Source: an optimization exercise on an open RTL-to-GDS flow (aim: small area, a short achievable clock period and few clock cycles). Production flows keep margins and buffers that such runs may drop. No functional check of the RTL was part of any run shown here. No run shown here takes its clock network from TritonCTS; it comes from the design's own scripts or RTL. The flow treats the clock pin as an ideal source. Dropping or thinning the clock tree relies on that and would not hold on a real chip. Power and IR drop assume default switching activity.

===== design/flow/flow/run.sh =====
#!/bin/bash
# Standard layout, with plain buffers on the ports and a two-level clock tree
# (flow/mycts.tcl) in place of TritonCTS.
set -o pipefail
here=$(pwd)
echo 'export BUFFER_PORTS_ARGS = -buffer_cell sky130_fd_sc_hd__buf_2' >> config.mk
echo "export PRE_CTS_TCL = $here/flow/pre_cts.tcl" >> config.mk
bash standard.sh > standard.log 2>&1

===== design/flow/flow/mycts.tcl =====
# Two-level clock tree: one root buffer fed by the clock port, driving one
# leaf buffer per cluster of flip-flops (clusters by k-means on position).
proc mycts_build {} {
  set block [ord::get_db_block]
  set db [ord::get_db]
  set clk_port [$block findBTerm pcie_clk]
  set clk_net [$clk_port getNet]
  set master [$db findMaster sky130_fd_sc_hd__clkbuf_16]
  set sinks {}
  foreach it [$clk_net getITerms] { lappend sinks $it }
  set n [llength $sinks]
  set csize [expr {[info exists ::env(MYCTS_CLUSTER)] ? $::env(MYCTS_CLUSTER) : 28}]
  set k [expr {int(ceil(double($n) / $csize))}]
  # positions
  set xs {}; set ys {}
  foreach it $sinks {
    set inst [$it getInst]
    set bb [$inst getBBox]
    lappend xs [expr {([$bb xMin] + [$bb xMax]) / 2.0}]
    lappend ys [expr {([$bb yMin] + [$bb yMax]) / 2.0}]
  }
  # init centers: grid over bounding box
  set xmin [tcl::mathfunc::min {*}$xs]; set xmax [tcl::mathfunc::max {*}$xs]
  set ymin [tcl::mathfunc::min {*}$ys]; set ymax [tcl::mathfunc::max {*}$ys]
  set g [expr {int(ceil(sqrt($k)))}]
  set cx {}; set cy {}
  for {set i 0} {$i < $k} {incr i} {
    set gx [expr {$i % $g}]; set gy [expr {$i / $g}]
    lappend cx [expr {$xmin + ($gx + 0.5) * ($xmax - $xmin) / $g}]
    lappend cy [expr {$ymin + ($gy + 0.5) * ($ymax - $ymin) / $g}]
  }
  # balanced k-means: capacity-limited greedy assignment
  set cap [expr {int(ceil(double($n) / $k)) + 2}]
  for {set iter 0} {$iter < 25} {incr iter} {
    set pairs {}
    for {set s 0} {$s < $n} {incr s} {
      set x [lindex $xs $s]; set y [lindex $ys $s]
      for {set c 0} {$c < $k} {incr c} {
        set d [expr {abs($x - [lindex $cx $c]) + abs($y - [lindex $cy $c])}]
        lappend pairs [list $d $s $c]
      }
    }
    set pairs [lsort -real -index 0 $pairs]
    set asg [lrepeat $n -1]
    set cnt [lrepeat $k 0]
    set left $n
    foreach p $pairs {
      lassign $p d s c
      if {[lindex $asg $s] >= 0} continue
      if {[lindex $cnt $c] >= $cap} continue
      lset asg $s $c
      lset cnt $c [expr {[lindex $cnt $c] + 1}]
      incr left -1
      if {$left == 0} break
    }
    set sx [lrepeat $k 0.0]; set sy [lrepeat $k 0.0]
    for {set s 0} {$s < $n} {incr s} {
      set c [lindex $asg $s]
      lset sx $c [expr {[lindex $sx $c] + [lindex $xs $s]}]
      lset sy $c [expr {[lindex $sy $c] + [lindex $ys $s]}]
    }
    for {set c 0} {$c < $k} {incr c} {
      if {[lindex $cnt $c] > 0} {
        lset cx $c [expr {[lindex $sx $c] / [lindex $cnt $c]}]
        lset cy $c [expr {[lindex $sy $c] / [lindex $cnt $c]}]
      }
    }
  }
  set nr [expr {[info exists ::env(MYCTS_ROOTS)] ? $::env(MYCTS_ROOTS) : 4}]
  set mx [expr {[tcl::mathop::+ {*}$cx] / $k}]
  set my [expr {[tcl::mathop::+ {*}$cy] / $k}]
  set rgrp {}
  for {set c 0} {$c < $k} {incr c} {
    if {$nr == 1} { lappend rgrp 0; continue }
    set q [expr {([lindex $cx $c] >= $mx ? 1 : 0) + ([lindex $cy $c] >= $my ? 2 : 0)}]
    if {$nr == 2} { set q [expr {$q & 1}] }
    lappend rgrp $q
  }
  set rnets {}
  for {set r 0} {$r < 4} {incr r} {
    set members {}
    for {set c 0} {$c < $k} {incr c} { if {[lindex $rgrp $c] == $r} { lappend members $c } }
    if {[llength $members] == 0} { lappend rnets {}; continue }
    set rx 0.0; set ry 0.0
    foreach c $members { set rx [expr {$rx + [lindex $cx $c]}]; set ry [expr {$ry + [lindex $cy $c]}] }
    set rx [expr {int($rx / [llength $members])}]; set ry [expr {int($ry / [llength $members])}]
    set root [odb::dbInst_create $block $master clkroot_$r]
    $root setLocation $rx $ry
    $root setPlacementStatus PLACED
    set rnet [odb::dbNet_create $block clknet_root_$r]
    $rnet setSigType CLOCK
    [$root findITerm A] connect $clk_net
    [$root findITerm X] connect $rnet
    lappend rnets $rnet
  }
  for {set c 0} {$c < $k} {incr c} {
    set b [odb::dbInst_create $block $master clkleaf_$c]
    $b setLocation [expr {int([lindex $cx $c])}] [expr {int([lindex $cy $c])}]
    $b setPlacementStatus PLACED
    set lnet [odb::dbNet_create $block clknet_leaf_$c]
    $lnet setSigType CLOCK
    [$b findITerm A] connect [lindex $rnets [lindex $rgrp $c]]
    [$b findITerm X] connect $lnet
    lappend leafnets $lnet
  }
  for {set s 0} {$s < $n} {incr s} {
    set it [lindex $sinks $s]
    $it disconnect
    $it connect [lindex $leafnets [lindex $asg $s]]
  }
  puts "mycts: $n sinks, $k leaf buffers, cluster cap $cap"
}

===== design/flow/flow/pre_cts.tcl =====
# Replaces TritonCTS with the two-level tree of mycts.tcl.
source [file join [file dirname [info script]] mycts.tcl]
proc clock_tree_synthesis {args} { mycts_build }

===== design/flow/standard.sh =====
#!/bin/bash
# synth_recipe.tcl (not shown) runs the flow's synth.tcl, then flattens the netlist and writes it again
# the make line also repeats each setting of config.mk as NAME=value (left out here)
make -C /OpenROAD-flow-scripts/flow DESIGN_CONFIG=/design/flow/config.mk WORK_HOME=/design/flow/orfs CLKGATE_MAP_FILE= SYNTH_SCRIPT=/design/flow/synth_recipe.tcl "${@:-finish}"

===== design/flow/config.mk =====
export PLATFORM = sky130hd
export DESIGN_NAME = accelerator_mod
export DESIGN_NICKNAME = accelerator_mod
export VERILOG_FILES = /design/flow/design.v
export SDC_FILE = /design/flow/constraint.sdc
export NUM_CORES = 4
export LEC_CHECK = 0
export CAP_MARGIN = 20
export CORE_MARGIN = 2
export CORE_UTILIZATION = 60
export PLACE_DENSITY = 0.7
export SETUP_SLACK_MARGIN = 1.1
export SLEW_MARGIN = 20
export SYNTH_HIERARCHICAL = 1
export BUFFER_PORTS_ARGS = -buffer_cell sky130_fd_sc_hd__buf_2
export PRE_CTS_TCL = /design/flow/flow/pre_cts.tcl

===== design/flow/constraint.sdc =====
create_clock -name core_clock -period 2.8 [get_ports {pcie_clk}]
set_input_delay 0.5600 -clock core_clock [delete_from_list [all_inputs] [get_ports {pcie_clk}]]
set_output_delay 0.5600 -clock core_clock [all_outputs]
set_load 0.01 [all_outputs]

===== design/flow/design.v =====
module fifo_axi #(
    parameter DATA_WIDTH = 32,   
    parameter ADDR_WIDTH = 4     
)(
    input  wire                  clk,
    input  wire                  rst_n,
    input  wire [DATA_WIDTH-1:0] din,       
    input  wire                  hold,      
    input  wire                  push,      
    output reg                   full,
    output wire [DATA_WIDTH-1:0] dout_lo,   
    output wire [DATA_WIDTH-1:0] dout_hi,   
    input  wire                  pop,       
    output reg                   empty,
    output wire                  full_nx,
    output wire                  empty_nx
);
  localparam DEPTH = (1 << ADDR_WIDTH);
  reg [DATA_WIDTH-1:0] fifo_mem [0:DEPTH-1];
  reg [DEPTH-1:0] tail;    
  reg [DEPTH-1:0] head;    
  reg one_left;            
  reg one_free;            
  wire [DEPTH-1:0] tail_nxt  = {tail[DEPTH-2:0], tail[DEPTH-1]};
  wire [DEPTH-1:0] head_nxt  = {head[DEPTH-2:0], head[DEPTH-1]};
  wire [DEPTH-1:0] head_nxt2 = {head[DEPTH-3:0], head[DEPTH-1:DEPTH-2]};
  wire [DEPTH-1:0] tail_nxt2 = {tail[DEPTH-3:0], tail[DEPTH-1:DEPTH-2]};
  wire two_left = |(head_nxt2 & tail);
  wire two_free = |(tail_nxt2 & head);
  wire [DEPTH-1:0] head_push = empty ? tail : head;
  wire [DEPTH-1:0] head_pop  = one_left ? {DEPTH{1'b0}} : head_nxt;
  wire [DATA_WIDTH-1:0] pair_n [0:DEPTH/2-1];
  genvar g;
  generate
    for (g = 0; g < DEPTH/2; g = g + 1) begin : g_pair
      fifo_aoi22 #(.W(DATA_WIDTH)) u_aoi (
          .a(fifo_mem[2*g]), .sa(head[2*g]),
          .b(fifo_mem[2*g+1]), .sb(head[2*g+1]),
          .y(pair_n[g]));
    end
  endgenerate
  fifo_nand4 #(.W(DATA_WIDTH)) u_lo (
      .a(pair_n[0]), .b(pair_n[1]), .c(pair_n[2]), .d(pair_n[3]), .y(dout_lo));
  fifo_nand4 #(.W(DATA_WIDTH)) u_hi (
      .a(pair_n[4]), .b(pair_n[5]), .c(pair_n[6]), .d(pair_n[7]), .y(dout_hi));
  generate
    for (g = 0; g < DEPTH; g = g + 1) begin : g_row
      always @(posedge clk) begin
        if (tail[g] && !hold && !full)
          fifo_mem[g] <= din;
      end
    end
  endgenerate
  assign full_nx  = rst_n && (push ? one_free : (!pop && full));
  assign empty_nx = !rst_n || (push ? 1'b0 : (pop ? one_left : empty));
  always @(posedge clk) begin
    full  <= full_nx;
    empty <= empty_nx;
  end
  always @(posedge clk) begin
    if (!rst_n) begin
      tail     <= {{(DEPTH-1){1'b0}}, 1'b1};
      head     <= {DEPTH{1'b0}};
      one_left <= 1'b0;
      one_free <= 1'b0;
    end else if (push) begin
      tail     <= tail_nxt;
      head     <= head_push;
      one_left <= empty;
      one_free <= two_free;
    end else if (pop) begin
      head     <= head_pop;
      one_free <= full;
      one_left <= two_left;
    end
  end
endmodule
module fifo_aoi22 #(
    parameter W = 32
)(
    input  wire [W-1:0] a,
    input  wire         sa,
    input  wire [W-1:0] b,
    input  wire         sb,
    output wire [W-1:0] y
);
  assign y = ~((a & {W{sa}}) | (b & {W{sb}}));
endmodule
module fifo_nand4 #(
    parameter W = 32
)(
    input  wire [W-1:0] a,
    input  wire [W-1:0] b,
    input  wire [W-1:0] c,
    input  wire [W-1:0] d,
    output wire [W-1:0] y
);
  assign y = ~(a & b & c & d);
endmodule
module axi_pcie_fifo_accel #(
    parameter DATA_WIDTH  = 32,
    parameter ADDR_WIDTH  = 4,
    parameter ADDR_LSB    = 2       
)(
    input  wire         s_axi_aclk,
    input  wire         s_axi_aresetn,
    input  wire [31:0]  s_axi_awaddr,
    input  wire         s_axi_awvalid,
    output wire         s_axi_awready,
    input  wire [31:0]  s_axi_wdata,
    input  wire [3:0]   s_axi_wstrb,
    input  wire         s_axi_wvalid,
    output wire         s_axi_wready,
    output wire [1:0]   s_axi_bresp,
    output wire         s_axi_bvalid,
    input  wire         s_axi_bready,
    input  wire [31:0]  s_axi_araddr,
    input  wire         s_axi_arvalid,
    output wire         s_axi_arready,
    output wire [31:0]  s_axi_rdata,
    output wire [1:0]   s_axi_rresp,
    output wire         s_axi_rvalid,
    input  wire         s_axi_rready
);
  assign s_axi_bresp = 2'b00;
  assign s_axi_rresp = 2'b00;
  wire fifo_full;
  wire fifo_empty;
  wire fifo_full_nx;
  wire fifo_empty_nx;
  wire [DATA_WIDTH-1:0] fifo_dout_lo;
  wire [DATA_WIDTH-1:0] fifo_dout_hi;
  reg awready;      
  reg wready;
  reg bvalid;
  reg aw_pend;      
  reg aw_push;      
  reg w_pend;       
  reg b_two;        
  wire aw_hs   = s_axi_awvalid && awready;
  wire w_hs    = s_axi_wvalid && wready;
  wire aw_have = aw_hs || aw_pend;
  wire w_have  = w_hs || w_pend;
  wire wr_done = aw_have && w_have;
  wire aw_is0  = (s_axi_awaddr[ADDR_LSB+1:ADDR_LSB] == 2'b00);
  reg p_aw_ws;      
  reg p_aw_w;       
  reg p_w;          
  wire push    = (s_axi_awvalid && aw_is0 && (p_aw_ws || (s_axi_wvalid && p_aw_w)))
              || (s_axi_wvalid && p_w);
  wire b_hs    = bvalid && s_axi_bready;
  wire aw_pend_n = aw_have && !w_have;
  wire w_pend_n  = w_have && !aw_have;
  wire b_one_n   = wr_done || (bvalid && !b_hs) || b_two;
  wire b_two_n   = wr_done ? (bvalid && !b_hs) || b_two : (b_two && !b_hs);
  wire awready_n = !aw_pend_n && !b_two_n;
  wire wready_n  = !w_pend_n && !b_two_n;
  always @(posedge s_axi_aclk) begin
    if (!s_axi_aresetn) begin
      aw_pend <= 1'b0;
      w_pend  <= 1'b0;
      b_two   <= 1'b0;
      bvalid  <= 1'b0;
      awready <= 1'b1;
      wready  <= 1'b1;
    end else begin
      aw_pend <= aw_pend_n;
      w_pend  <= w_pend_n;
      bvalid  <= b_one_n;
      b_two   <= b_two_n;
      awready <= awready_n;
      wready  <= wready_n;
    end
  end
  wire aw_push_n = aw_hs ? aw_is0 : aw_push;
  always @(posedge s_axi_aclk) begin
    aw_push <= aw_push_n;
  end
  always @(posedge s_axi_aclk) begin
    if (!s_axi_aresetn) begin
      p_aw_ws <= 1'b0;
      p_aw_w  <= 1'b1;
      p_w     <= 1'b0;
    end else begin
      p_aw_ws <= awready_n && w_pend_n && !fifo_full_nx;
      p_aw_w  <= awready_n && wready_n && !fifo_full_nx;
      p_w     <= aw_pend_n && aw_push_n && wready_n && !fifo_full_nx;
    end
  end
  assign s_axi_awready = awready;
  assign s_axi_wready  = wready;
  assign s_axi_bvalid  = bvalid;
  reg rvalid;      
  reg skid_v;      
  reg skid_pop;    
  reg skid_stat;   
  wire ar_hs   = s_axi_arvalid && !skid_v;
  wire ar_pop  = (s_axi_araddr[ADDR_LSB+1:ADDR_LSB] == 2'b01);
  wire ar_stat = (s_axi_araddr[ADDR_LSB+1:ADDR_LSB] == 2'b10);
  wire r_free  = !rvalid || s_axi_rready;
  wire t_pop   = skid_v ? skid_pop : ar_pop;
  wire t_stat  = skid_v ? skid_stat : ar_stat;
  reg q_skid;       
  reg q_ar;         
  wire fifo_pop = r_free && (q_skid || (q_ar && s_axi_arvalid && ar_pop));
  wire skid_v_n = skid_v ? !r_free : (ar_hs && !r_free);
  wire rvalid_n = !r_free || skid_v || s_axi_arvalid;
  always @(posedge s_axi_aclk) begin
    if (!s_axi_aresetn) begin
      rvalid <= 1'b0;
      skid_v <= 1'b0;
    end else begin
      rvalid <= rvalid_n;
      skid_v <= skid_v_n;
    end
  end
  wire skid_pop_n = ar_hs ? ar_pop : skid_pop;
  always @(posedge s_axi_aclk) begin
    if (ar_hs) skid_stat <= ar_stat;
    skid_pop <= skid_pop_n;
  end
  always @(posedge s_axi_aclk) begin
    if (!s_axi_aresetn) begin
      q_skid <= 1'b0;
      q_ar   <= 1'b0;
    end else begin
      q_skid <= skid_v_n && skid_pop_n && !fifo_empty_nx;
      q_ar   <= !skid_v_n && !fifo_empty_nx;
    end
  end
  axi_reg1 #(.INIT(1'b1)) u_arready (.clk(s_axi_aclk), .rst_n(s_axi_aresetn), .d(!skid_v_n), .q(s_axi_arready));
  assign s_axi_rvalid = rvalid;
  wire hold   = !r_free;
  wire s_pop  = r_free && t_pop;
  wire s_dead = r_free && t_pop && fifo_empty;
  wire s_stat = r_free && t_stat;
  wire [31:0] x_val = ({32{s_dead}} & 32'hDEAD_DEAD)
                    | {30'd0, s_stat && fifo_full, s_stat && fifo_empty};
  wire [31:0] n_lo, n_hi;
  wire [31:0] n_qx = ~(({32{hold}} & s_axi_rdata) | x_val);
  wire [31:0] rdata_d;
  axi_nand2s u_nlo (.a(fifo_dout_lo), .s(s_pop), .y(n_lo));
  axi_nand2s u_nhi (.a(fifo_dout_hi), .s(s_pop), .y(n_hi));
  axi_nand3  u_d   (.a(n_lo), .b(n_hi), .c(n_qx), .y(rdata_d));
  axi_rdata_reg u_rdata (.clk(s_axi_aclk), .d(rdata_d), .q(s_axi_rdata));
  fifo_axi #(
      .DATA_WIDTH(DATA_WIDTH),
      .ADDR_WIDTH(ADDR_WIDTH)
  ) fifo_inst (
      .clk(s_axi_aclk),
      .rst_n(s_axi_aresetn),
      .din(s_axi_wdata),
      .hold(w_pend),
      .push(push),
      .full(fifo_full),
      .dout_lo(fifo_dout_lo),
      .dout_hi(fifo_dout_hi),
      .pop(fifo_pop),
      .empty(fifo_empty),
      .full_nx(fifo_full_nx),
      .empty_nx(fifo_empty_nx)
  );
endmodule
module axi_rdata_reg (
    input  wire        clk,
    input  wire [31:0] d,
    output reg  [31:0] q
);
  always @(posedge clk) q <= d;
endmodule
module axi_reg1 #(
    parameter INIT = 1'b0
)(
    input  wire clk,
    input  wire rst_n,
    input  wire d,
    output reg  q
);
  always @(posedge clk) q <= rst_n ? d : INIT;
endmodule
module axi_nand2s (
    input  wire [31:0] a,
    input  wire        s,
    output wire [31:0] y
);
  assign y = ~(a & {32{s}});
endmodule
module axi_nand3 (
    input  wire [31:0] a,
    input  wire [31:0] b,
    input  wire [31:0] c,
    output wire [31:0] y
);
  assign y = ~(a & b & c);
endmodule
module accelerator_mod #(
   parameter DATA_W = 32,
   parameter ADDR_W = 4
)(
   input  wire            pcie_clk,           
   input  wire            pcie_rstn,
   input  wire [31:0]     pcie_axi_awaddr,
   input  wire            pcie_axi_awvalid,
   output wire            pcie_axi_awready,
   input  wire [31:0]     pcie_axi_wdata,
   input  wire [3:0]      pcie_axi_wstrb,
   input  wire            pcie_axi_wvalid,
   output wire            pcie_axi_wready,
   output wire [1:0]      pcie_axi_bresp,
   output wire            pcie_axi_bvalid,
   input  wire            pcie_axi_bready,
   input  wire [31:0]     pcie_axi_araddr,
   input  wire            pcie_axi_arvalid,
   output wire            pcie_axi_arready,
   output wire [31:0]     pcie_axi_rdata,
   output wire [1:0]      pcie_axi_rresp,
   output wire            pcie_axi_rvalid,
   input  wire            pcie_axi_rready
);
   axi_pcie_fifo_accel #(
      .DATA_WIDTH (DATA_W),
      .ADDR_WIDTH (ADDR_W)
   ) u_fifo_accel (
      .s_axi_aclk   (pcie_clk),
      .s_axi_aresetn(pcie_rstn),
      .s_axi_awaddr (pcie_axi_awaddr),
      .s_axi_awvalid(pcie_axi_awvalid),
      .s_axi_awready(pcie_axi_awready),
      .s_axi_wdata  (pcie_axi_wdata),
      .s_axi_wstrb  (pcie_axi_wstrb),
      .s_axi_wvalid (pcie_axi_wvalid),
      .s_axi_wready (pcie_axi_wready),
      .s_axi_bresp  (pcie_axi_bresp),
      .s_axi_bvalid (pcie_axi_bvalid),
      .s_axi_bready (pcie_axi_bready),
      .s_axi_araddr (pcie_axi_araddr),
      .s_axi_arvalid(pcie_axi_arvalid),
      .s_axi_arready(pcie_axi_arready),
      .s_axi_rdata  (pcie_axi_rdata),
      .s_axi_rresp  (pcie_axi_rresp),
      .s_axi_rvalid (pcie_axi_rvalid),
      .s_axi_rready (pcie_axi_rready)
   );
endmodule

==> flow_results.xml, run 1 <==
<?xml version="1.0" encoding="UTF-8"?>
<metrics>
  <group name="grt">
    <metric name="grt_max_degree" unit="">42</metric>
    <metric name="grt_first_pass_wirelength" unit="microns">79200</metric>
    <metric name="grt_util_all_layers" unit="%">28.2</metric>
    <metric name="antenna_found_initial" unit="">2</metric>
    <metric name="grt_pass1_vias" unit="">12400</metric>
    <metric name="grt-ovfl-total" unit="">0</metric>
  </group>
  <group name="sta">
    <metric name="fin_ws" unit="ns">1.15</metric>
    <metric name="max-slew-margin-rel" unit="%">52.9</metric>
    <metric name="whs" unit="ns">0.462</metric>
    <metric name="worst_pin_slew" unit="ns">0.706</metric>
    <metric name="drv_slew" unit="">0</metric>
    <metric name="min_period" unit="ns">1.65</metric>
    <metric name="final-setup-viol-count" unit="">0</metric>
    <metric name="layout_worst_path_cycle_share" unit="%">58.8</metric>
    <metric name="rsz0062_at_grt" unit="">true</metric>
    <metric name="highest_clock_rate" unit="MHz">607</metric>
    <metric name="finalClockSkew" unit="ns">0.0542</metric>
    <metric name="finalHoldViolations" unit="">0</metric>
    <metric name="finalSetupTns" unit="ns">0</metric>
  </group>
  <group name="worst_setup_path">
    <metric name="critical_path_peak_fanout" unit="">19</metric>
    <metric name="critPathKind" unit="">flip-flop to flip-flop</metric>
    <metric name="worst_setup_path_end_kind" unit="">flip-flop</metric>
    <metric name="timing.critical_path.from_type" unit="">flip-flop</metric>
    <metric name="worstPathArrival" unit="ns">1.93</metric>
    <metric name="cp.required" unit="ns">3.09</metric>
  </group>
  <group name="synthesis">
    <metric name="average_footprint_of_a_synthesized_cell" unit="sq um">16.7</metric>
    <metric name="synth_async_sr_flop_share" unit="%">0</metric>
    <metric name="synth_flop_cell" unit="">sky130_fd_sc_hd__edfxtp_1</metric>
    <metric name="synth_edf_count" unit="">513</metric>
    <metric name="netlist_area" unit="sq mm">0.0220</metric>
    <metric name="postSynthRegisterBits" unit="">597</metric>
    <metric name="yosysSeqAreaShare" unit="%">77.8</metric>
    <metric name="gate_count_of_the_mapped_netlist" unit="">1311</metric>
    <metric name="synthesis_warning_total" unit="">12</metric>
    <metric name="yosysUniqueCellTypes" unit="">44</metric>
  </group>
  <group name="cts">
    <metric name="hold_buffers" unit="">0</metric>
    <metric name="clk_pin_slew" unit="ns">0.10</metric>
    <metric name="insertion_delay" unit="ns">0.38</metric>
  </group>
  <group name="floorplanning">
    <metric name="die_height" unit="microns">195</metric>
    <metric name="die_area" unit="sq mm">0.0381</metric>
    <metric name="die_w" unit="microns">195</metric>
    <metric name="core-area" unit="sq mm">0.0363</metric>
    <metric name="top_level_ports" unit="">148</metric>
    <metric name="core.rowCount" unit="">70</metric>
    <metric name="start_util" unit="%">60.4</metric>
  </group>
  <group name="cells_and_area">
    <metric name="post_route_cells_drive_above_1_share" unit="%">23.3</metric>
    <metric name="postLayoutCellArea" unit="sq mm">0.0248</metric>
    <metric name="layout.cells.most_common" unit="">sky130_fd_sc_hd__edfxtp_1</metric>
    <metric name="final_util" unit="%">68.3</metric>
    <metric name="syn2layout_area_growth" unit="%">13.1</metric>
    <metric name="commonest_cells_after_routing_fill_and_taps_aside" unit="">513 x sky130_fd_sc_hd__edfxtp_1, 263 x sky130_fd_sc_hd__a22oi_1, 76 x sky130_fd_sc_hd__buf_2</metric>
    <metric name="final_cells" unit="">1919</metric>
    <metric name="num-nets-final" unit="">1559</metric>
  </group>
  <group name="routing">
    <metric name="num_vias" unit="">12900</metric>
    <metric name="drt_wl_total" unit="microns">54900</metric>
    <metric name="drt_iter0_drc" unit="">1805</metric>
    <metric name="vias_per_cell" unit="">6.73</metric>
    <metric name="detail_route.wl_per_cell" unit="microns">28.6</metric>
    <metric name="route.antenna.remaining_nets" unit="">0</metric>
    <metric name="router_iterations_before_antenna_repair" unit="">7</metric>
    <metric name="post-route-drc-count" unit="">0</metric>
  </group>
  <group name="place">
    <metric name="post_dp_cell_area" unit="sq mm">0.0230</metric>
    <metric name="dpl_worst_slack" unit="ns">0.678</metric>
    <metric name="total_instance_count_after_detailed_placement" unit="">1826</metric>
    <metric name="numPortBuffers" unit="">79</metric>
    <metric name="gp_congestion" unit="">0.760</metric>
    <metric name="hpwlAfterDp" unit="microns">27800</metric>
  </group>
  <group name="outcome">
    <metric name="run_status" unit="">complete, no violations</metric>
  </group>
  <group name="power_and_ir_drop">
    <metric name="pwr_density_cell" unit="mW/mm^2">620</metric>
    <metric name="vdd_ir_drop_max" unit="mV">0.495</metric>
    <metric name="power.leakage" unit="nW">8.18</metric>
    <metric name="power.total" unit="mW">15.4</metric>
  </group>
  <group name="min_path">
    <metric name="holdCritPathClass" unit="">input port to flip-flop</metric>
  </group>
  <group name="job">
    <metric name="timing.max_cap.violations" unit="">0</metric>
  </group>
</metrics>
cell usage after synthesis, types with 2 or more instances:
cell                       number  area share [%]
sky130_fd_sc_hd__a31oi_1        4            0.11
sky130_fd_sc_hd__o21ai_1        3           0.068
sky130_fd_sc_hd__nor2_1        27            0.46
sky130_fd_sc_hd__buf_2         25            0.57
sky130_fd_sc_hd__buf_1          2           0.034
sky130_fd_sc_hd__nand2_1       83             1.4
sky130_fd_sc_hd__a22oi_1      264             9.0
sky130_fd_sc_hd__a221oi_2      13            0.89
sky130_fd_sc_hd__buf_4          7            0.24
sky130_fd_sc_hd__mux2_2         3            0.15
sky130_fd_sc_hd__a221oi_1       8            0.32
sky130_fd_sc_hd__clkbuf_1       5           0.085
sky130_fd_sc_hd__nor3_1         2           0.046
sky130_fd_sc_hd__buf_6         35             1.8
sky130_fd_sc_hd__dfxtp_1       84             7.7
sky130_fd_sc_hd__a221o_1        2           0.091
sky130_fd_sc_hd__mux2i_1       18            0.82
sky130_fd_sc_hd__edfxtp_1     513              70
sky130_fd_sc_hd__nand4_1       66             1.9
sky130_fd_sc_hd__nand2b_1       3           0.085
sky130_fd_sc_hd__nand3_1       33            0.75
sky130_fd_sc_hd__nor2b_1       21            0.60
sky130_fd_sc_hd__inv_1          2           0.034
sky130_fd_sc_hd__a22o_1         5            0.20
sky130_fd_sc_hd__buf_8          2            0.14
sky130_fd_sc_hd__a21o_1         2           0.068
sky130_fd_sc_hd__a21oi_2        3            0.12
sky130_fd_sc_hd__a21oi_1       22            0.50
sky130_fd_sc_hd__and2_1        17            0.48
sky130_fd_sc_hd__o21ai_0       23            0.52
what timing repair did:
action | in CTS | in global routing
setup endpoints to repair | 307 | 267
pin swaps | 28 | 1
resized for setup | 96 | 16
cloned | 11 | 0
setup buffers | 20 | 35
modules after synthesis (local to each module, per instance), a selection:
module	cell area, sq um	flip-flops and latches	cells inside	times used
axi_rdata_reg	641	32	32	1
axi_nand3	160	0	32	1
axi_nand2s	154	0	35	2
final timing paths:
kind	start	end	slack, ns	depth (start not counted)
worst min register to register	u_fifo_accel.u_rdata.q[17]	u_fifo_accel.u_rdata.q[17]	0.48	2
worst min-delay path	pcie_axi_bready	u_fifo_accel.awready	0.46	2
worst max-delay path	u_fifo_accel.fifo_inst.head[6]	u_fifo_accel.u_rdata.q[9]	1.15	5
worst max register to register	u_fifo_accel.fifo_inst.head[6]	u_fifo_accel.u_rdata.q[9]	1.15	5
final cells by class:
class	count	area (sq um)
sequential	597	17100
buffer	26	651
timing repair buffer	184	1830
antenna	1	2.50
multi-input combinational	641	4640
inverter	2	7.51
tap	468	586
fill	2337	11500
critical path, cell delays in order (launching register included):
cell and delay [ns]:
sky130_fd_sc_hd__dfxtp_2 0.69, sky130_fd_sc_hd__buf_4 0.42, sky130_fd_sc_hd__a22oi_1 0.16, sky130_fd_sc_hd__nand4_1 0.15
sky130_fd_sc_hd__nand2_1 0.06, sky130_fd_sc_hd__nand3_1 0.09
report_power, final:
| group | leakage (nW) | total, mW | internal [mW] | switching, mW |
|---|---|---|---|---|
| sequential | 5.35 | 10.1 | 9.83 | 0.239 |
| clock | 0.320 | 4.08 | 1.69 | 2.39 |
| combinational | 2.51 | 1.26 | 0.503 | 0.757 |
| total | 8.18 | 15.4 | 12.0 | 3.39 |
registers in the layout (all words and copies together), names as in the netlist, 16 cells and up:
register	cells
u_fifo_accel.fifo_inst.fifo_mem	512
u_fifo_accel.fifo_inst.head	16
u_fifo_accel.fifo_inst.tail	16
u_fifo_accel.u_rdata.q	32
metal layers:
layer | GRT usage [%] | vias up | part of all wire, %
li1 | - | 5575 | -
met1 | 39.9 | 6597 | 40
met2 | 45.8 | 631 | 47
met3 | 4.35 | 104 | 8.5
met4 | 8.65 | 2 | 3.6
met5 | 0 | - | 0.024
cells by family after synthesis:
group	count (synthesis)	share of synthesized area, %
AOI/OAI and AO/OA	355	12.3
buffers and inverters	78	2.89
DFF	597	77.8
muxes	21	0.974
other	1	0.0171
and+or+nand+nor	259	6.03
==> run 2: changes to the inputs <==
--- a/design/flow/config.mk
+++ b/design/flow/config.mk
@@ -7,8 +7,8 @@
 export LEC_CHECK = 0
 export CAP_MARGIN = 20
 export CORE_MARGIN = 2
-export CORE_UTILIZATION = 60
-export PLACE_DENSITY = 0.7
+export CORE_UTILIZATION = 55
+export PLACE_DENSITY = 0.68
 export SETUP_SLACK_MARGIN = 1.1
 export SLEW_MARGIN = 20
 export SYNTH_HIERARCHICAL = 1
==> flow_results.xml, run 2 <==
<?xml version="1.0" encoding="UTF-8"?>
<metrics>
  <group name="outcome">
    <metric name="run_status" unit="">complete, no violations</metric>
  </group>
  <group name="grt">
    <metric name="grt-ovfl-total" unit="">0</metric>
    <metric name="grt_max_degree" unit="">37</metric>
    <metric name="use_met3" unit="%">3.60</metric>
    <metric name="grt_first_pass_wirelength" unit="microns">78600</metric>
    <metric name="antenna_found_initial" unit="">2</metric>
    <metric name="global_route.usage.met2" unit="%">42.1</metric>
    <metric name="globalRoute.busiestLayer" unit="">met2</metric>
    <metric name="grt_pass1_vias" unit="">12300</metric>
    <metric name="grt_util_all_layers" unit="%">25.5</metric>
    <metric name="use_met1" unit="%">36.5</metric>
  </group>
  <group name="floorplanning">
    <metric name="die_height" unit="microns">204</metric>
    <metric name="die_area" unit="sq mm">0.0415</metric>
    <metric name="start_util" unit="%">55.5</metric>
    <metric name="die_w" unit="microns">204</metric>
    <metric name="top_level_ports" unit="">148</metric>
    <metric name="core-area" unit="sq mm">0.0395</metric>
    <metric name="core.rowCount" unit="">73</metric>
  </group>
  <group name="place">
    <metric name="post_dp_cell_area" unit="sq mm">0.0231</metric>
    <metric name="hpwlAfterDp" unit="microns">27900</metric>
    <metric name="gp_congestion" unit="">0.772</metric>
    <metric name="total_instance_count_after_detailed_placement" unit="">1892</metric>
    <metric name="numPortBuffers" unit="">79</metric>
  </group>
  <group name="synthesis">
    <metric name="yosysUniqueCellTypes" unit="">44</metric>
    <metric name="synthesis_warning_total" unit="">12</metric>
    <metric name="netlist_area" unit="sq mm">0.0220</metric>
    <metric name="yosys.area.top_type" unit="">sky130_fd_sc_hd__edfxtp_1</metric>
    <metric name="synth_edf_count" unit="">513</metric>
    <metric name="synth.most_common_cell" unit="">sky130_fd_sc_hd__edfxtp_1</metric>
    <metric name="yosysSeqAreaShare" unit="%">77.8</metric>
    <metric name="synth_top_cells_by_area" unit="">sky130_fd_sc_hd__edfxtp_1 70%, sky130_fd_sc_hd__a22oi_1 9.0%, sky130_fd_sc_hd__dfxtp_1 7.7%</metric>
    <metric name="synth_async_sr_flop_share" unit="%">0</metric>
    <metric name="average_footprint_of_a_synthesized_cell" unit="sq um">16.7</metric>
    <metric name="gate_count_of_the_mapped_netlist" unit="">1311</metric>
    <metric name="synth_commonest_cells" unit="">513 x sky130_fd_sc_hd__edfxtp_1, 264 x sky130_fd_sc_hd__a22oi_1, 84 x sky130_fd_sc_hd__dfxtp_1, 83 x sky130_fd_sc_hd__nand2_1, 66 x sky130_fd_sc_hd__nand4_1</metric>
    <metric name="postSynthRegisterBits" unit="">597</metric>
    <metric name="synth_flop_cell" unit="">sky130_fd_sc_hd__edfxtp_1</metric>
    <metric name="yosysTopAreaCellShare" unit="%">70.2</metric>
  </group>
  <group name="routing">
    <metric name="post-route-drc-count" unit="">0</metric>
    <metric name="vias_per_cell" unit="">6.51</metric>
    <metric name="router_iterations_before_antenna_repair" unit="">5</metric>
    <metric name="detail_route.wl_per_cell" unit="microns">27.3</metric>
    <metric name="drt_wl_total" unit="microns">53000</metric>
    <metric name="drt_iter0_drc" unit="">1752</metric>
    <metric name="route.antenna.remaining_nets" unit="">0</metric>
    <metric name="num_vias" unit="">12600</metric>
  </group>
  <group name="cells_and_area">
    <metric name="postLayoutCellArea" unit="sq mm">0.0243</metric>
    <metric name="layout.cells.most_common" unit="">sky130_fd_sc_hd__edfxtp_1</metric>
    <metric name="num-nets-final" unit="">1524</metric>
    <metric name="commonest_cells_after_routing_fill_and_taps_aside" unit="">513 x sky130_fd_sc_hd__edfxtp_1, 263 x sky130_fd_sc_hd__a22oi_1, 82 x sky130_fd_sc_hd__nand2_1</metric>
    <metric name="final_cells" unit="">1941</metric>
    <metric name="syn2layout_area_growth" unit="%">10.5</metric>
    <metric name="max_flop_register" unit="">u_fifo_accel.fifo_inst.fifo_mem</metric>
    <metric name="post_route_cells_drive_above_1_share" unit="%">19.5</metric>
    <metric name="largestRegisters" unit="">u_fifo_accel.fifo_inst.fifo_mem x512, u_fifo_accel.u_rdata.q x32</metric>
    <metric name="largest_reg_flops" unit="">512</metric>
  </group>
  <group name="worst_setup_path">
    <metric name="worst_setup_path_end_kind" unit="">flip-flop</metric>
    <metric name="worstPathArrival" unit="ns">1.70</metric>
    <metric name="critPathKind" unit="">flip-flop to flip-flop</metric>
    <metric name="critical_path_peak_fanout" unit="">14</metric>
    <metric name="cp.required" unit="ns">2.82</metric>
    <metric name="timing.critical_path.from_type" unit="">flip-flop</metric>
  </group>
  <group name="sta">
    <metric name="final-setup-viol-count" unit="">0</metric>
    <metric name="finalClockSkew" unit="ns">0.0494</metric>
    <metric name="drv_slew" unit="">0</metric>
    <metric name="worst_pin_slew" unit="ns">0.940</metric>
    <metric name="min_period" unit="ns">1.67</metric>
    <metric name="rsz0062_at_grt" unit="">true</metric>
    <metric name="finalSetupTns" unit="ns">0</metric>
    <metric name="finalHoldViolations" unit="">0</metric>
    <metric name="layout_worst_path_cycle_share" unit="%">59.8</metric>
    <metric name="highest_clock_rate" unit="MHz">598</metric>
    <metric name="max-slew-margin-rel" unit="%">37.3</metric>
  </group>
  <group name="cts">
    <metric name="hold_buffers" unit="">0</metric>
    <metric name="clk_pin_slew" unit="ns">0.10</metric>
    <metric name="insertion_delay" unit="ns">0.39</metric>
  </group>
  <group name="min_path">
    <metric name="holdCritPathClass" unit="">flip-flop to flip-flop</metric>
  </group>
  <group name="power_and_ir_drop">
    <metric name="power.leakage" unit="nW">7.79</metric>
    <metric name="pwr_density_cell" unit="mW/mm^2">630</metric>
    <metric name="vdd_ir_drop_max" unit="mV">0.475</metric>
    <metric name="combinationalPowerShare" unit="%">7.5</metric>
    <metric name="power.share.switching" unit="%">21.7</metric>
    <metric name="intPower" unit="mW">12.0</metric>
    <metric name="power.clock.fraction" unit="%">26.6</metric>
    <metric name="share_seq_of_total_power" unit="%">65.9</metric>
    <metric name="p_sw" unit="mW">3.32</metric>
  </group>
  <group name="job">
    <metric name="timing.max_cap.violations" unit="">0</metric>
  </group>
</metrics>
## run 2: path summary, 6_finish.rpt
path	to	start	slack [ns]	cells after the start
setup / recovery	u_fifo_accel.fifo_inst.fifo_mem[3][15]	u_fifo_accel.fifo_inst.full	1.13	4
setup reg to reg	u_fifo_accel.fifo_inst.fifo_mem[3][15]	u_fifo_accel.fifo_inst.full	1.13	4
hold reg to reg	u_fifo_accel.u_rdata.q[14]	u_fifo_accel.u_rdata.q[14]	0.48	2
hold / removal	u_fifo_accel.u_rdata.q[14]	u_fifo_accel.u_rdata.q[14]	0.48	2
## run 2: logic make-up after synthesis
group | share of synthesized area, %
AOI/OAI and AO/OA | 12.3
buffers and inverters | 2.89
DFF | 77.8
muxes | 0.974
other | 0.0171
and+or+nand+nor | 6.03
## run 2: metrics by stage
stage               setup slack (ns)  util [%]  hold WS [ns]  power, mW
floorplan                       1.03         -         0.443       10.9
global placement               0.685      58.3         0.455       11.3
detailed placement             0.687      58.3         0.460       11.3
CTS                            0.890      61.2         0.461       14.6
global route                    1.09      61.4         0.494       15.8
finish                          1.13      61.4         0.478       15.3
## run 2: critical path: stages, from the launching register on
cell	delay, ns
sky130_fd_sc_hd__dfxtp_1	0.40
sky130_fd_sc_hd__nor2_4	0.27
sky130_fd_sc_hd__buf_4	0.20
sky130_fd_sc_hd__and2_2	0.17
sky130_fd_sc_hd__buf_4	0.30
## run 2: power groups by stage
stage | Clock [mW] | Combinational [mW] | Sequential [mW]
after global routing | 4.43 | 1.25 | 10.1
final | 4.07 | 1.15 | 10.1
after detailed placement | 0 | 1.04 | 10.3
after global placement | 0 | 1.03 | 10.3
after CTS | 3.15 | 1.15 | 10.3
after floorplan | 0 | 0.678 | 10.2
## run 2: repair_timing
action,in CTS,in global routing
pin swaps,17,1
cloned,7,0
setup buffers,15,0
setup endpoints to repair,583,107
gates resized for setup,49,19
## run 2: layout make-up
cell class	instances	area [sq um]
diodes	1	2.50
plain buffers	26	651
fillers	2867	15300
inverters	2	7.51
multi-input cells	641	4510
flip-flops and latches	597	17100
well taps	525	657
repair buffers	149	1310
## run 2: routing by layer
metal  part of all wire (%)  vias up
met5                  0.013        -
met4                    2.7        2
met3                    8.1       76
met2                     48      557
met1                     41     6513
li1                       -     5483
## run 2: per-module statistics from Yosys (local to each module, per instance), a selection
module | area (sq um) | flops+latches | copies in the design
axi_nand2s | 154 | 0 | 2
axi_nand3 | 160 | 0 | 1
axi_rdata_reg | 641 | 32 | 1
==> run 3: changes to the inputs <==
--- a/design/flow/design.v
+++ b/design/flow/design.v
@@ -11,9 +11,7 @@
     output wire [DATA_WIDTH-1:0] dout_lo,   
     output wire [DATA_WIDTH-1:0] dout_hi,   
     input  wire                  pop,       
-    output reg                   empty,
-    output wire                  full_nx,
-    output wire                  empty_nx
+    output reg                   empty
 );
   localparam DEPTH = (1 << ADDR_WIDTH);
   reg [DATA_WIDTH-1:0] fifo_mem [0:DEPTH-1];
@@ -51,8 +49,8 @@
       end
     end
   endgenerate
-  assign full_nx  = rst_n && (push ? one_free : (!pop && full));
-  assign empty_nx = !rst_n || (push ? 1'b0 : (pop ? one_left : empty));
+  wire full_nx  = rst_n && (push ? one_free : (!pop && full));
+  wire empty_nx = !rst_n || (push ? 1'b0 : (pop ? one_left : empty));
   always @(posedge clk) begin
     full  <= full_nx;
     empty <= empty_nx;
@@ -126,8 +124,6 @@
   assign s_axi_rresp = 2'b00;
   wire fifo_full;
   wire fifo_empty;
-  wire fifo_full_nx;
-  wire fifo_empty_nx;
   wire [DATA_WIDTH-1:0] fifo_dout_lo;
   wire [DATA_WIDTH-1:0] fifo_dout_hi;
   reg awready;      
@@ -146,8 +142,11 @@
   reg p_aw_ws;      
   reg p_aw_w;       
   reg p_w;          
-  wire push    = (s_axi_awvalid && aw_is0 && (p_aw_ws || (s_axi_wvalid && p_aw_w)))
-              || (s_axi_wvalid && p_w);
+  wire f_aw_ws = p_aw_ws && !fifo_full;
+  wire f_aw_w  = p_aw_w && !fifo_full;
+  wire f_w     = p_w && !fifo_full;
+  wire push    = (s_axi_awvalid && aw_is0 && (f_aw_ws || (s_axi_wvalid && f_aw_w)))
+              || (s_axi_wvalid && f_w);
   wire b_hs    = bvalid && s_axi_bready;
   wire aw_pend_n = aw_have && !w_have;
   wire w_pend_n  = w_have && !aw_have;
@@ -182,9 +181,9 @@
       p_aw_w  <= 1'b1;
       p_w     <= 1'b0;
     end else begin
-      p_aw_ws <= awready_n && w_pend_n && !fifo_full_nx;
-      p_aw_w  <= awready_n && wready_n && !fifo_full_nx;
-      p_w     <= aw_pend_n && aw_push_n && wready_n && !fifo_full_nx;
+      p_aw_ws <= awready_n && w_pend_n;
+      p_aw_w  <= awready_n && wready_n;
+      p_w     <= aw_pend_n && aw_push_n && wready_n;
     end
   end
   assign s_axi_awready = awready;
@@ -202,7 +201,9 @@
   wire t_stat  = skid_v ? skid_stat : ar_stat;
   reg q_skid;       
   reg q_ar;         
-  wire fifo_pop = r_free && (q_skid || (q_ar && s_axi_arvalid && ar_pop));
+  wire e_skid   = q_skid && !fifo_empty;
+  wire e_ar     = q_ar && !fifo_empty;
+  wire fifo_pop = r_free && (e_skid || (e_ar && s_axi_arvalid && ar_pop));
   wire skid_v_n = skid_v ? !r_free : (ar_hs && !r_free);
   wire rvalid_n = !r_free || skid_v || s_axi_arvalid;
   always @(posedge s_axi_aclk) begin
@@ -222,10 +223,10 @@
   always @(posedge s_axi_aclk) begin
     if (!s_axi_aresetn) begin
       q_skid <= 1'b0;
-      q_ar   <= 1'b0;
+      q_ar   <= 1'b1;
     end else begin
-      q_skid <= skid_v_n && skid_pop_n && !fifo_empty_nx;
-      q_ar   <= !skid_v_n && !fifo_empty_nx;
+      q_skid <= skid_v_n && skid_pop_n;
+      q_ar   <= !skid_v_n;
     end
   end
   axi_reg1 #(.INIT(1'b1)) u_arready (.clk(s_axi_aclk), .rst_n(s_axi_aresetn), .d(!skid_v_n), .q(s_axi_arready));
@@ -256,9 +257,7 @@
       .dout_lo(fifo_dout_lo),
       .dout_hi(fifo_dout_hi),
       .pop(fifo_pop),
-      .empty(fifo_empty),
-      .full_nx(fifo_full_nx),
-      .empty_nx(fifo_empty_nx)
+      .empty(fifo_empty)
   );
 endmodule
 module axi_rdata_reg (
--- a/design/flow/config.mk
+++ b/design/flow/config.mk
@@ -7,8 +7,8 @@
 export LEC_CHECK = 0
 export CAP_MARGIN = 20
 export CORE_MARGIN = 2
-export CORE_UTILIZATION = 55
-export PLACE_DENSITY = 0.68
+export CORE_UTILIZATION = 60
+export PLACE_DENSITY = 0.7
 export SETUP_SLACK_MARGIN = 1.1
 export SLEW_MARGIN = 20
 export SYNTH_HIERARCHICAL = 1
==> flow_results.xml, run 3 <==
<?xml version="1.0" encoding="UTF-8"?>
<metrics>
  <group name="outcome">
    <metric name="run_status" unit="">complete, no violations</metric>
  </group>
  <group name="synthesis">
    <metric name="synth_commonest_cells" unit="">513 x sky130_fd_sc_hd__edfxtp_1, 265 x sky130_fd_sc_hd__a22oi_1, 84 x sky130_fd_sc_hd__dfxtp_1, 84 x sky130_fd_sc_hd__nand2_1, 66 x sky130_fd_sc_hd__nand4_1</metric>
    <metric name="synth_flop_cell" unit="">sky130_fd_sc_hd__edfxtp_1</metric>
    <metric name="synth_top_cells_by_area" unit="">sky130_fd_sc_hd__edfxtp_1 70%, sky130_fd_sc_hd__a22oi_1 9.1%, sky130_fd_sc_hd__dfxtp_1 7.7%</metric>
    <metric name="synth.most_common_cell" unit="">sky130_fd_sc_hd__edfxtp_1</metric>
    <metric name="postSynthRegisterBits" unit="">597</metric>
    <metric name="yosysUniqueCellTypes" unit="">49</metric>
    <metric name="yosys.area.top_type" unit="">sky130_fd_sc_hd__edfxtp_1</metric>
    <metric name="synth_edf_count" unit="">513</metric>
    <metric name="synth_async_sr_flop_share" unit="%">0</metric>
    <metric name="average_footprint_of_a_synthesized_cell" unit="sq um">16.7</metric>
    <metric name="synthesis_warning_total" unit="">12</metric>
    <metric name="yosysSeqAreaShare" unit="%">77.8</metric>
    <metric name="gate_count_of_the_mapped_netlist" unit="">1317</metric>
    <metric name="netlist_area" unit="sq mm">0.0220</metric>
    <metric name="yosysTopAreaCellShare" unit="%">70.1</metric>
  </group>
  <group name="power_and_ir_drop">
    <metric name="vdd_ir_drop_max" unit="mV">0.529</metric>
    <metric name="p_sw" unit="mW">3.38</metric>
    <metric name="intPower" unit="mW">12.0</metric>
    <metric name="share_seq_of_total_power" unit="%">65.2</metric>
    <metric name="power.share.switching" unit="%">21.9</metric>
    <metric name="combinationalPowerShare" unit="%">8.4</metric>
    <metric name="power.clock.fraction" unit="%">26.4</metric>
    <metric name="power.total" unit="mW">15.4</metric>
    <metric name="power.leakage" unit="nW">8.20</metric>
    <metric name="pwr_density_cell" unit="mW/mm^2">623</metric>
  </group>
  <group name="worst_setup_path">
    <metric name="worstPathArrival" unit="ns">1.95</metric>
    <metric name="critical-path-max-stage-delay" unit="ns">0.25</metric>
    <metric name="timing.critical_path.buf_inv" unit="">5</metric>
    <metric name="launching_point_of_the_worst_reg2reg_path" unit="">u_fifo_accel.p_aw_w</metric>
    <metric name="timing.critical_path.cells" unit="">buf_8 &gt; a21oi_4 &gt; nor4b_4 &gt; a21oi_2 &gt; nor2_4 &gt; buf_12 &gt; buf_4 &gt; buf_8 &gt; buf_16 &gt; a221oi_2 &gt; nor2_1</metric>
    <metric name="path_delay_family" unit="">buffers and inverters</metric>
    <metric name="register_to_register_setup_slack" unit="ns">1.09</metric>
    <metric name="timing.critical_path.from_type" unit="">input port</metric>
    <metric name="critical_path_peak_fanout" unit="">6</metric>
    <metric name="cp.required" unit="ns">3.04</metric>
    <metric name="critPathKind" unit="">input port to flip-flop</metric>
    <metric name="worst_setup_path_end_kind" unit="">flip-flop</metric>
    <metric name="path_common_cell" unit="">sky130_fd_sc_hd__buf_8</metric>
    <metric name="critical_path_launch_point" unit="">pcie_axi_wvalid</metric>
    <metric name="critical_path.reg2reg.endpoint" unit="">u_fifo_accel.fifo_inst.head[8]</metric>
    <metric name="worst_r2r_path_depth" unit="">10</metric>
    <metric name="worst_path_max_delay_cell" unit="">sky130_fd_sc_hd__a221oi_2</metric>
  </group>
  <group name="cts">
    <metric name="insertion_delay" unit="ns">0.38</metric>
    <metric name="hold_buffers" unit="">0</metric>
    <metric name="clk_pin_slew" unit="ns">0.10</metric>
  </group>
  <group name="routing">
    <metric name="vias_per_cell" unit="">6.68</metric>
    <metric name="num_vias" unit="">12700</metric>
    <metric name="drt_iter0_drc" unit="">1462</metric>
    <metric name="detail_route.wl_per_cell" unit="microns">27.9</metric>
    <metric name="router_iterations_before_antenna_repair" unit="">7</metric>
    <metric name="route.antenna.remaining_nets" unit="">0</metric>
    <metric name="post-route-drc-count" unit="">0</metric>
    <metric name="drt_wl_total" unit="microns">53100</metric>
  </group>
  <group name="sta">
    <metric name="highest_clock_rate" unit="MHz">585</metric>
    <metric name="min_period" unit="ns">1.71</metric>
    <metric name="drv_slew" unit="">0</metric>
    <metric name="fin_ws" unit="ns">1.09</metric>
    <metric name="finalHoldViolations" unit="">0</metric>
    <metric name="rsz0062_at_grt" unit="">true</metric>
    <metric name="finalSetupTns" unit="ns">0</metric>
    <metric name="layout_worst_path_cycle_share" unit="%">61.0</metric>
    <metric name="max-slew-margin-rel" unit="%">48.8</metric>
    <metric name="worst_pin_slew" unit="ns">0.768</metric>
    <metric name="finalClockSkew" unit="ns">0.0491</metric>
    <metric name="final-setup-viol-count" unit="">0</metric>
  </group>
  <group name="floorplanning">
    <metric name="die_area" unit="sq mm">0.0382</metric>
    <metric name="start_util" unit="%">60.4</metric>
    <metric name="core.rowCount" unit="">70</metric>
    <metric name="die_height" unit="microns">195</metric>
    <metric name="core-area" unit="sq mm">0.0363</metric>
    <metric name="die_w" unit="microns">195</metric>
    <metric name="top_level_ports" unit="">148</metric>
  </group>
  <group name="min_path">
    <metric name="hold_path_depth" unit="">2</metric>
    <metric name="hold_path_startpoint" unit="">pcie_axi_awaddr[2]</metric>
    <metric name="worst_hold_path.endpoint" unit="">u_fifo_accel.aw_push</metric>
    <metric name="holdCritPathClass" unit="">input port to flip-flop</metric>
  </group>
  <group name="grt">
    <metric name="grt_max_degree" unit="">49</metric>
    <metric name="antenna_found_initial" unit="">6</metric>
    <metric name="use_met1" unit="%">39.0</metric>
    <metric name="grt_first_pass_wirelength" unit="microns">77900</metric>
    <metric name="globalRoute.busiestLayer" unit="">met2</metric>
    <metric name="grt-ovfl-total" unit="">0</metric>
    <metric name="grt_util_all_layers" unit="%">27.6</metric>
    <metric name="global_route.usage.met2" unit="%">44.6</metric>
    <metric name="grt_pass1_vias" unit="">12400</metric>
    <metric name="use_met3" unit="%">4.85</metric>
  </group>
  <group name="job">
    <metric name="timing.max_cap.violations" unit="">0</metric>
  </group>
  <group name="cells_and_area">
    <metric name="layout.cells.most_common" unit="">sky130_fd_sc_hd__edfxtp_1</metric>
    <metric name="largest_reg_flops" unit="">512</metric>
    <metric name="post_route_cells_drive_above_1_share" unit="%">22.3</metric>
    <metric name="largestRegisters" unit="">u_fifo_accel.fifo_inst.fifo_mem x512, u_fifo_accel.u_rdata.q x32</metric>
    <metric name="final_cells" unit="">1903</metric>
    <metric name="syn2layout_area_growth" unit="%">12.7</metric>
    <metric name="max_flop_register" unit="">u_fifo_accel.fifo_inst.fifo_mem</metric>
    <metric name="num-nets-final" unit="">1542</metric>
    <metric name="final_util" unit="%">68.1</metric>
    <metric name="commonest_cells_after_routing_fill_and_taps_aside" unit="">513 x sky130_fd_sc_hd__edfxtp_1, 265 x sky130_fd_sc_hd__a22oi_1, 75 x sky130_fd_sc_hd__buf_2</metric>
  </group>
  <group name="place">
    <metric name="total_instance_count_after_detailed_placement" unit="">1843</metric>
    <metric name="numPortBuffers" unit="">79</metric>
    <metric name="hpwlAfterDp" unit="microns">28200</metric>
    <metric name="gp_congestion" unit="">0.774</metric>
    <metric name="dpl_worst_slack" unit="ns">0.594</metric>
  </group>
</metrics>
-- run 3: cell types whose count changed in the layout (fill, tap and decap cells not counted), moves of 6 or more --
cell | previous run | this run
sky130_fd_sc_hd__buf_16 | 4 | 10
sky130_fd_sc_hd__nand3_1 | 33 | 19
sky130_fd_sc_hd__buf_6 | 26 | 13
sky130_fd_sc_hd__nand3_2 | 0 | 14
sky130_fd_sc_hd__buf_4 | 29 | 35
sky130_fd_sc_hd__buf_12 | 13 | 26
sky130_fd_sc_hd__nand2_4 | 0 | 18
sky130_fd_sc_hd__nand2_1 | 82 | 62
-- run 3: through the flow --
step / hold slack, ns / area, sq um
floorplan: 0.416 / 22200
global placement: 0.445 / 23200
detailed placement: 0.464 / 23200
CTS: 0.460 / 24600
global route: 0.432 / 24800
finish: 0.438 / 24800
-- run 3: cells by family (layout without fill, tap and decap cells) --
family | count (synthesis) | in the layout | share of synthesized area (%)
flip-flops | 597 | 597 | 77.8
AO/OA/AOI/OAI | 357 | 357 | 12.3
AND/OR/NAND/NOR | 261 | 261 | 6.07
buffers and inverters | 82 | 195 | 2.96
multiplexers | 19 | 19 | 0.872
other | 1 | 6 | 0.0171
-- run 3: power by group through the flow --
stage / combinational [mW] / sequential [mW] / clock (mW)
6_report: 1.29 / 10.1 / 4.07
3_3_place_gp: 1.04 / 10.3 / 0
3_5_place_dp: 1.06 / 10.3 / 0
4_1_cts: 1.27 / 10.3 / 3.15
5_1_grt: 1.39 / 10.1 / 4.36
2_1_floorplan: 0.675 / 10.2 / 0
-- run 3: worst max-delay path by stage --
stage	cells after the start	endpoint
after floorplan	8	u_fifo_accel.fifo_inst.head[11]
after global placement	10	u_fifo_accel.fifo_inst.head[9]
after detailed placement	10	u_fifo_accel.fifo_inst.head[3]
after CTS	11	u_fifo_accel.fifo_inst.head[8]
after global routing	10	u_fifo_accel.fifo_inst.one_left
final	11	u_fifo_accel.fifo_inst.head[8]
-- run 3: worst register-to-register path, delay by kind of cell, from the launching register on --
| family | cells | cell delay, ns |
|---|---|---|
| compound gates | 3 | 0.58 |
| buf+inv | 4 | 0.52 |
| flops | 1 | 0.34 |
| simple gates | 3 | 0.17 |
-- run 3: area by class of cell --
cell class / count / area [sq um]
Tap cell: 468 / 586
Inverter: 4 / 15.0
Multi-Input combinational cell: 641 / 4710
Buffer: 26 / 651
Sequential cell: 597 / 17100
Antenna cell: 2 / 5.00
Fill cell: 2379 / 11600
Timing Repair Buffer: 165 / 1670
-- run 3: what timing repair did --
action | 4_1_cts | 5_1_grt
endpoints found under the setup margin | 92 | 156
resized for setup | 109 | 21
pin swaps | 16 | 4
buffers inserted | 19 | 4
gates cloned | 9 | 0
-- run 3: per-layer routing --
layer	up-vias	routed length [microns]
met5	-	23
li1	5523	-
met1	6413	21600
met3	110	4760
met4	4	1700
met2	654	25100
-- run 3: Yosys stat by module, one instance, submodules excluded, a selection --
module / times used / cells inside / flops+latches / cell area (sq um)
axi_rdata_reg: 1 / 32 / 32 / 641
axi_nand3: 1 / 32 / 0 / 160
axi_nand2s: 2 / 35 / 0 / 154

[re-timing with driven ports]
The flow's constraints put no driver on any port. The routed layouts listed below were extracted and timed again, unchanged, in two steps.
Step 1: set_driving_cell puts a clkbuf_16 on pcie_clk and a buf_2 on each other input, an assumption about the parent block.
Step 2 adds t to the input delays and takes it off the output delays; t is the mean of the earliest and latest rising clock arrival at the registers after step 1. Input paths then give back, and output paths get back, about the clock's delay inside the block.
a / b / c = ideal ports / drivers / drivers and shift; a / b = the first two.
run	t, ns	setup slack, ns	worst data-port slew with drivers (ns)
run 1	0.464	1.154 / 1.119 / 0.864	0.09
run 2	0.469	1.127 / 1.126 / 0.841	0.10
run 3	0.470	1.091 / 1.092 / 0.689	0.09
After both steps every run listed still meets setup and hold. For run 3, which loses most, drivers alone change the setup slack by +0.001 ns; drivers and shift together by -0.402 ns.
